Background: an optimization exercise with open tools, aiming at a short achievable clock period and few clock cycles. Do not read the settings as production practice.
Where RTL was checked, it was by simulation tests only, not by an equivalence proof against the original.
The flow treats the clock pin as an ideal source, which a real chip does not have.
No activity file was given, so power comes from the tool's default toggle rates.

Setup of main:
==> flow/design.v (excerpt) <==
module jericalla_evolucion(
    input  wire        clk,
    input  wire        reset,
    input  wire [6:0]  cantidad_instrucciones,
    output wire [6:0]  imem_addr,
    input  wire [18:0] imem_data,
    output reg  [31:0] data_out,
    output reg         zf,
    output reg         valid,
    output reg         done
);
reg rst_r;
always @(posedge clk) rst_r <= reset;
wire [6:0] n_r;
wire       f_v, f_last;
contador_de_programa contador_de_programa_inst(
    .clk(clk),
    .reset(reset),
    .cantidad_instrucciones(cantidad_instrucciones),
    .o_contador(imem_addr),
    .n_r(n_r),
    .f_valido(f_v),
    .f_ultimo(f_last)
);
reg [18:0] ir;
always @(posedge clk) ir <= imem_data;
wire d_and, d_or, d_add, d_sub, d_slt, d_nor, d_sw, d_lw, d_we, d_res;
unidad_control unidad_control_inst(
    .instruction(ir[18:15]),
    .op_and(d_and), .op_or(d_or), .op_add(d_add), .op_sub(d_sub),
    .op_slt(d_slt), .op_nor(d_nor), .op_sw(d_sw), .op_lw(d_lw),
    .write_enable_RB(d_we),
    .valido(d_res)
);
wire [4:0] rs1 = ir[9:5];
wire [4:0] rs2 = ir[4:0];
reg        x_vres, x_vwe, x_vsw;         
reg        x_and, x_or, x_add, x_sub, x_slt, x_nor, x_lg, x_sw, x_lw;
  ...
For scale: ~6,400 cells after synthesis, roughly 70 I/O pins.
clock: 10.0 ns
lec_check: 0
cap_margin: 20
core_margin: 2
core_utilization: 65
cts_cluster_diameter: 150
cts_cluster_size: 24
place_density: 0.75
slew_margin: 20
standard.sh (not shown) runs the stock make flow with config.mk's settings and CLKGATE_MAP_FILE= SYNTH_SCRIPT=/design/flow/synth_recipe.tcl, a recipe that flattens the netlist after the stock synthesis.
==> flow/flow/run.sh <==
#!/bin/bash
# Standard ORFS layout (the standard.sh, standard synthesis unchanged),
# with repair_timing aiming for a setup slack margin, so that the resizer
# works on paths well below the 10 ns clock (the SDC is not changed), and a
# placement step before CTS that moves each output port's flip-flop halfway towards
# its output buffer (flow/move_out.tcl).
set -euo pipefail
MARGIN=${MARGIN:-7}
HERE=$(pwd)
bash standard.sh SETUP_SLACK_MARGIN=$MARGIN PRE_CTS_TCL=$HERE/flow/move_out.tcl finish > standard_make.log 2>&1
==> flow/flow/move_out.tcl <==
# Move each flip-flop that drives an output port's buffer halfway towards
# that buffer (which sits at the port), then legalize. Shortens the wire between
# the flip-flop and the output buffer; the clock tree is built afterwards.
set block [ord::get_db_block]
set moved 0
foreach bterm [$block getBTerms] {
  if {[$bterm getIoType] != "OUTPUT"} { continue }
  set net [$bterm getNet]
  if {$net == "NULL"} { continue }
  set buf ""
  foreach it [$net getITerms] {
    if {[$it isOutputSignal]} { set buf [$it getInst] }
  }
  if {$buf == ""} { continue }
  set innet ""
  foreach it [$buf getITerms] {
    if {[$it isInputSignal]} { set innet [$it getNet] }
  }
  if {$innet == "" || $innet == "NULL"} { continue }
  set drv ""
  foreach it [$innet getITerms] {
    if {[$it isOutputSignal]} { set drv [$it getInst] }
  }
  if {$drv == ""} { continue }
  set mname [[$drv getMaster] getName]
  if {![string match "*df*" $mname]} { continue }
  lassign [$buf getLocation] bx by
  lassign [$drv getLocation] fx fy
  $drv setLocation [expr {($bx + $fx) / 2}] [expr {($by + $fy) / 2}]
  incr moved
}
puts "move_out: moved $moved flip-flops towards their output buffers"
detailed_placement
No stage failed in main, and the final checks on the layout all came back clean.
[inputs] the feature branch vs main
==> flow/flow/run.sh <==
#!/bin/bash
# Standard ORFS layout (the standard.sh, standard synthesis unchanged),
# with repair_timing aiming for a setup slack margin, so that the resizer
# works on paths well below the 10 ns clock. The SDC is not changed.
set -euo pipefail
MARGIN=${MARGIN:-7}
bash standard.sh SETUP_SLACK_MARGIN=$MARGIN finish > standard_make.log 2>&1
removed: flow/flow/move_out.tcl
Notes after the runs:
The feature branch: worst setup margin 44 ps below main. The feature branch ended with less worst relative slew slack than main. Having completed the whole flow, the feature branch delivered a layout that passed the timing, DRC and antenna checks. Number of DRC markers after the initial detailed-route iteration (the feature branch over main): decrease, about 0.64%. Maximum clock rate came out lower on the feature branch than on main. End of the critical path = data_out[19]: main; end of the critical path = zf: the feature branch.
No run of this note included a check of the RTL's function; only the layout flow was run.

* * *

Another version of the RTL of jericalla_evolucion (not shown whole).
Size: roughly 2200 flip-flops, roughly 70 I/O pins, roughly 110000 um^2 of cells after synthesis.
Settings: LEC_CHECK=0, CAP_MARGIN=20, CORE_MARGIN=2, CORE_UTILIZATION=40, SLEW_MARGIN=20; clock period 10.0 ns.
==> flow/flow/run.sh <==
#!/bin/bash
# Standard ORFS layout (the standard.sh, standard synthesis unchanged),
# with repair_timing aiming for a setup slack margin, so that the resizer
# works on paths well below the 10 ns clock. The SDC is not changed.
set -euo pipefail
MARGIN=${MARGIN:-7}
bash standard.sh SETUP_SLACK_MARGIN=$MARGIN finish > standard_make.log 2>&1
The baseline produced a clean layout.
Testbench counts at the start, summed over its fixed seeds: cycles 5,397.
Rerun with:
CORE_UTILIZATION = 65   (was 40)
PLACE_DENSITY = 0.75   (was default)
What happened:
- synthesized area is unchanged
- worst setup slack got worse by 0.0048 ns
- core utilization goes up by 28 points
- sequential share of layout area increases by 1.6 points
- routed wire length fell by 3.0%
- clock skew came out lower by 0.021 ns
- non-clock buffer count fell by 68
- cell area goes down by 3.0%
- power went down by about 2.6%
- global-route usage rises by 16 points
- maximum frequency hardly moves

* * *

The RTL this note starts from:
==> flow/design.v <==
module contador_de_programa(
    input  wire       clk,
    input  wire       reset,
    input  wire [6:0] cantidad_instrucciones,
    output reg  [6:0] o_contador,    
    output reg  [6:0] n_r,           
    output reg        f_valido,      
    output reg        f_ultimo       
);
reg  [6:0] pc;
wire       activo    = (pc != n_r);
wire [6:0] siguiente = pc + 7'd1;
always @(posedge clk) begin
    if (reset) begin
        pc         <= 7'd0;
        o_contador <= 7'd0;
        n_r        <= cantidad_instrucciones;
    end else if (activo) begin
        pc         <= siguiente;
        o_contador <= siguiente;
    end
end
always @(posedge clk) begin
    f_valido <= activo;
    f_ultimo <= (siguiente == n_r);
end
endmodule
module unidad_control
(
    input  [3:0] instruction,
    output       op_and,
    output       op_or,
    output       op_add,
    output       op_sub,
    output       op_slt,
    output       op_nor,
    output       op_sw,
    output       op_lw,
    output       write_enable_RB,
    output       valido
);
assign op_and = (instruction == 4'd0);
assign op_or  = (instruction == 4'd1);
assign op_add = (instruction == 4'd2);
assign op_sub = (instruction == 4'd3);
assign op_slt = (instruction == 4'd4);
assign op_nor = (instruction == 4'd5);
assign op_sw  = (instruction == 4'd6);
assign op_lw  = (instruction == 4'd7);
assign write_enable_RB = (instruction <= 4'd5);
assign valido = !instruction[3];
endmodule
module ks_add(input [31:0] a, input [31:0] b, input cin, output [31:0] s, output cout);
wire [31:0] p0 = a ^ b;
wire [31:0] g0 = a & b;
wire [31:0] G [0:5];
wire [31:0] P [0:5];
assign G[0] = {g0[31:1], g0[0] | (p0[0] & cin)};
assign P[0] = p0;
genvar l, i;
generate
  for (l = 0; l < 5; l = l + 1) begin : lv
    for (i = 0; i < 32; i = i + 1) begin : bt
      if (i >= (1 << l)) begin : c
        assign G[l+1][i] = G[l][i] | (P[l][i] & G[l][i - (1 << l)]);
        assign P[l+1][i] = P[l][i] & P[l][i - (1 << l)];
      end else begin : n
        assign G[l+1][i] = G[l][i];
        assign P[l+1][i] = P[l][i];
      end
    end
  end
endgenerate
wire [31:0] c = {G[5][30:0], cin};
assign s = p0 ^ c;
assign cout = G[5][31];
endmodule
module alu(
    input         op_and,
    input         op_or,
    input         op_add,
    input         op_sub,
    input         op_slt,
    input         op_nor,
    input  [31:0] din1_alu,
    input  [31:0] din2_alu,
    output [31:0] result_alu,
    output        zero_alu
);
wire [31:0] a = din1_alu;
wire [31:0] b = din2_alu;
wire [31:0] r_and = a & b;
wire [31:0] r_or  = a | b;
wire [31:0] r_add, r_sub;
wire        c_add, c_sub;
ks_add u_add(.a(a), .b(b),  .cin(1'b0), .s(r_add), .cout(c_add));
ks_add u_sub(.a(a), .b(~b), .cin(1'b1), .s(r_sub), .cout(c_sub));
wire lt = ~c_sub;
assign result_alu = ({32{op_and}} & r_and)
                  | ({32{op_or}}  & r_or)
                  | ({32{op_nor}} & ~r_or)
                  | ({32{op_add}} & r_add)
                  | ({32{op_sub}} & r_sub)
                  | {31'd0, op_slt & lt};
wire [31:0] t = a ^ b;
wire        z_add = (t == {r_or[30:0], 1'b0});
assign zero_alu = (op_and & ~|r_and)
                | (op_or  & ~|r_or)
                | (op_nor & &r_or)
                | (op_add & z_add)
                | (op_sub & (a == b))
                | (op_slt & ~lt);
endmodule
module banco_de_registros(
    input  wire        clk,
    input  wire        reset,
    input  wire [4:0]  read_address_1,
    input  wire [4:0]  read_address_2,
    input  wire [4:0]  write_address,
    input  wire [31:0] data_write,
    input  wire        write_enable,
    output wire [31:0] data_register_1,
    output wire [31:0] data_register_2
);
reg [31:0] mem [0:31];
function [31:0] valor_inicial(input [4:0] r);
    case (r)
        5'd0:  valor_inicial = 32'h000000DE;
        5'd1:  valor_inicial = 32'h0000006F;
        5'd2:  valor_inicial = 32'h00000064;
        5'd3:  valor_inicial = 32'h000000C8;
        5'd7:  valor_inicial = 32'h00000014;
        5'd8:  valor_inicial = 32'h00000015;
        5'd9:  valor_inicial = 32'h00000016;
        5'd10: valor_inicial = 32'h00000052;
        5'd11: valor_inicial = 32'h0000001B;
        5'd12: valor_inicial = 32'h7FFFFFF3;
        5'd16: valor_inicial = 32'h00000017;
        5'd17: valor_inicial = 32'h00000018;
        5'd18: valor_inicial = 32'h00000019;
        default: valor_inicial = 32'h00000000;
    endcase
endfunction
integer i;
always @(posedge clk) begin
    if (reset) begin
        for (i = 0; i < 32; i = i + 1)
            mem[i] <= valor_inicial(i[4:0]);
    end else if (write_enable) begin
        mem[write_address] <= data_write;
    end
end
assign data_register_1 = mem[read_address_1];
assign data_register_2 = mem[read_address_2];
endmodule
module ram(
    input  wire        clk,
    input  wire [4:0]  write_address,
    input  wire [31:0] din,
    input  wire        write_enable,
    input  wire [4:0]  read_address,
    output wire [31:0] dout
);
reg [31:0] mem [0:31];
always @(posedge clk) begin
    if (write_enable)
        mem[write_address] <= din;
end
assign dout = mem[read_address];
endmodule
module jericalla_evolucion(
    input  wire        clk,
    input  wire        reset,
    input  wire [6:0]  cantidad_instrucciones,
    output wire [6:0]  imem_addr,
    input  wire [18:0] imem_data,
    output reg  [31:0] data_out,
    output reg         zf,
    output reg         valid,
    output reg         done
);
reg rst_r;
always @(posedge clk) rst_r <= reset;
wire [6:0] n_r;
wire       f_v, f_last;
contador_de_programa contador_de_programa_inst(
    .clk(clk),
    .reset(reset),
    .cantidad_instrucciones(cantidad_instrucciones),
    .o_contador(imem_addr),
    .n_r(n_r),
    .f_valido(f_v),
    .f_ultimo(f_last)
);
reg [18:0] ir;
always @(posedge clk) ir <= imem_data;
wire d_and, d_or, d_add, d_sub, d_slt, d_nor, d_sw, d_lw, d_we, d_res;
unidad_control unidad_control_inst(
    .instruction(ir[18:15]),
    .op_and(d_and), .op_or(d_or), .op_add(d_add), .op_sub(d_sub),
    .op_slt(d_slt), .op_nor(d_nor), .op_sw(d_sw), .op_lw(d_lw),
    .write_enable_RB(d_we),
    .valido(d_res)
);
wire [4:0] rs1 = ir[9:5];
wire [4:0] rs2 = ir[4:0];
reg        x_vres, x_vwe, x_vsw, x_fin;   
reg        x_and, x_or, x_add, x_sub, x_slt, x_nor, x_sw, x_lw;
reg [4:0]  x_rd;
reg [31:0] x_a, x_b;
reg [31:0] x_m;                          
reg        w_we;
reg [4:0]  w_rd;
reg [31:0] w_val;
wire [31:0] rf_a, rf_b, alu_result;
wire        alu_zero;
banco_de_registros banco_de_registros_inst(
    .clk(clk),
    .reset(rst_r),
    .read_address_1(rs1),
    .read_address_2(rs2),
    .write_address(w_rd),
    .data_write(w_val),
    .write_enable(w_we),
    .data_register_1(rf_a),
    .data_register_2(rf_b)
);
wire fe_a = x_vwe && (x_rd == rs1);
wire fw_a = w_we && (w_rd == rs1);
wire fe_b = x_vwe && (x_rd == rs2);
wire fw_b = w_we && (w_rd == rs2);
wire [31:0] d_a = fe_a ? alu_result : fw_a ? w_val : rf_a;
wire [31:0] d_b = fe_b ? alu_result : fw_b ? w_val : rf_b;
wire [31:0] ram_dout;
ram ram_inst(
    .clk(clk),
    .write_address(x_a[4:0]),
    .din(x_b),
    .write_enable(x_vsw),
    .read_address(d_a[4:0]),
    .dout(ram_dout)
);
wire fm = x_vsw && (x_a[4:0] == d_a[4:0]);
wire d_go = !rst_r && f_v;
always @(posedge clk) begin
    x_vres <= d_go && d_res;
    x_vwe  <= d_go && d_we;
    x_vsw  <= d_go && d_sw;
    x_fin  <= d_go && f_last;
    x_and  <= d_and;
    x_or   <= d_or;
    x_add  <= d_add;
    x_sub  <= d_sub;
    x_slt  <= d_slt;
    x_nor  <= d_nor;
    x_sw   <= d_sw;
    x_lw   <= d_lw;
    x_rd   <= ir[14:10];
    x_a    <= d_a;
    x_b    <= d_b;
    x_m    <= fm ? x_b : ram_dout;
end
alu alu_inst(
    .op_and(x_and), .op_or(x_or), .op_add(x_add), .op_sub(x_sub),
    .op_slt(x_slt), .op_nor(x_nor),
    .din1_alu(x_a),
    .din2_alu(x_b),
    .result_alu(alu_result),
    .zero_alu(alu_zero)
);
always @(posedge clk) begin
    data_out <= x_lw ? x_m : x_sw ? x_b : alu_result;
    w_val    <= alu_result;
    w_rd     <= x_rd;
    valid <= !rst_r && x_vres;
    zf    <= !rst_r && ((x_vwe && alu_zero) || (!x_vwe && zf));
    done  <= rst_r ? (n_r == 7'd0) : (done || x_fin);
    w_we  <= !rst_r && x_vwe;
end
endmodule
export LEC_CHECK = 0
export CAP_MARGIN = 20
export CORE_MARGIN = 2
export CORE_UTILIZATION = 65
export CTS_CLUSTER_DIAMETER = 150
export CTS_CLUSTER_SIZE = 24
export PLACE_DENSITY = 0.75
export SLEW_MARGIN = 20
create_clock -name core_clock -period 10.0 [get_ports {clk}]
Scripts as last shown in full above: flow/flow/run.sh
Next try:
==> flow/flow/run.sh (replaced) <==
#!/bin/bash
# Standard ORFS layout (the standard.sh, standard synthesis unchanged),
# with repair_timing aiming for a setup slack margin, so that the resizer
# works on paths well below the 10 ns clock (the SDC is not changed), and a
# placement step before CTS that moves each output port's flip-flop next to
# its output buffer (flow/move_out.tcl).
set -euo pipefail
MARGIN=${MARGIN:-7}
HERE=$(pwd)
bash standard.sh SETUP_SLACK_MARGIN=$MARGIN PRE_CTS_TCL=$HERE/flow/move_out.tcl finish > standard_make.log 2>&1
==> flow/flow/move_out.tcl (new file) <==
# Move each flip-flop that drives an output port's buffer next to that
# buffer (which sits at the port), then legalize. Shortens the wire between
# the flip-flop and the output buffer; the clock tree is built afterwards.
set block [ord::get_db_block]
set moved 0
foreach bterm [$block getBTerms] {
  if {[$bterm getIoType] != "OUTPUT"} { continue }
  set net [$bterm getNet]
  if {$net == "NULL"} { continue }
  set buf ""
  foreach it [$net getITerms] {
    if {[$it isOutputSignal]} { set buf [$it getInst] }
  }
  if {$buf == ""} { continue }
  set innet ""
  foreach it [$buf getITerms] {
    if {[$it isInputSignal]} { set innet [$it getNet] }
  }
  if {$innet == "" || $innet == "NULL"} { continue }
  set drv ""
  foreach it [$innet getITerms] {
    if {[$it isOutputSignal]} { set drv [$it getInst] }
  }
  if {$drv == ""} { continue }
  set mname [[$drv getMaster] getName]
  if {![string match "*df*" $mname]} { continue }
  lassign [$buf getLocation] x y
  $drv setLocation $x $y
  incr moved
}
puts "move_out: moved $moved flip-flops next to their output buffers"
detailed_placement
After rerunning: The changed run completed with no timing, DRC or antenna violations; power grows by 0.34%; routed wire length grows by 0.55%; core utilization grows by 0.11 points; setup slack is worse by 0.30 ns.
No functional check of the RTL was part of any run of this note.

-- afterwards: timing with drivers on the ports --
In the flow no input, the clock included, has a driving cell. The finished layouts below were timed again as built, in two steps. Step 1 (the two cells are an assumption about what drives the block):
set clk [get_ports {clk}]
set_driving_cell -lib_cell sky130_fd_sc_hd__clkbuf_16 $clk
set_driving_cell -lib_cell sky130_fd_sc_hd__buf_2 [delete_from_list [all_inputs] $clk]
Step 2, shift: input delay + t, output delay - t, t = (earliest + latest rising clock arrival at the registers) / 2. This alone moves slack from input paths to output paths. Slacks: ideal ports / drivers / drivers and shift; pairs: ideal ports / drivers.
run | shift t [ns] | slack for setup (ns) | worst setup path after step 2
main | 0.867 | 6.708 / 6.618 / 6.731 | input to register
the feature branch | 0.875 | 6.665 / 6.580 / 6.678 | register to register
the first run of note 2 | 0.966 | 6.553 / 6.452 / 6.663 | register to register
the second run of note 2 | 1.003 | 6.548 / 6.458 / 6.578 | register to register
the first run of note 3 | 0.893 | 6.636 / 6.541 / 6.657 | register to register
the second run of note 3 | 0.869 | 6.336 / 6.336 / 6.336 | register to register
After both steps every run listed still meets setup and hold.
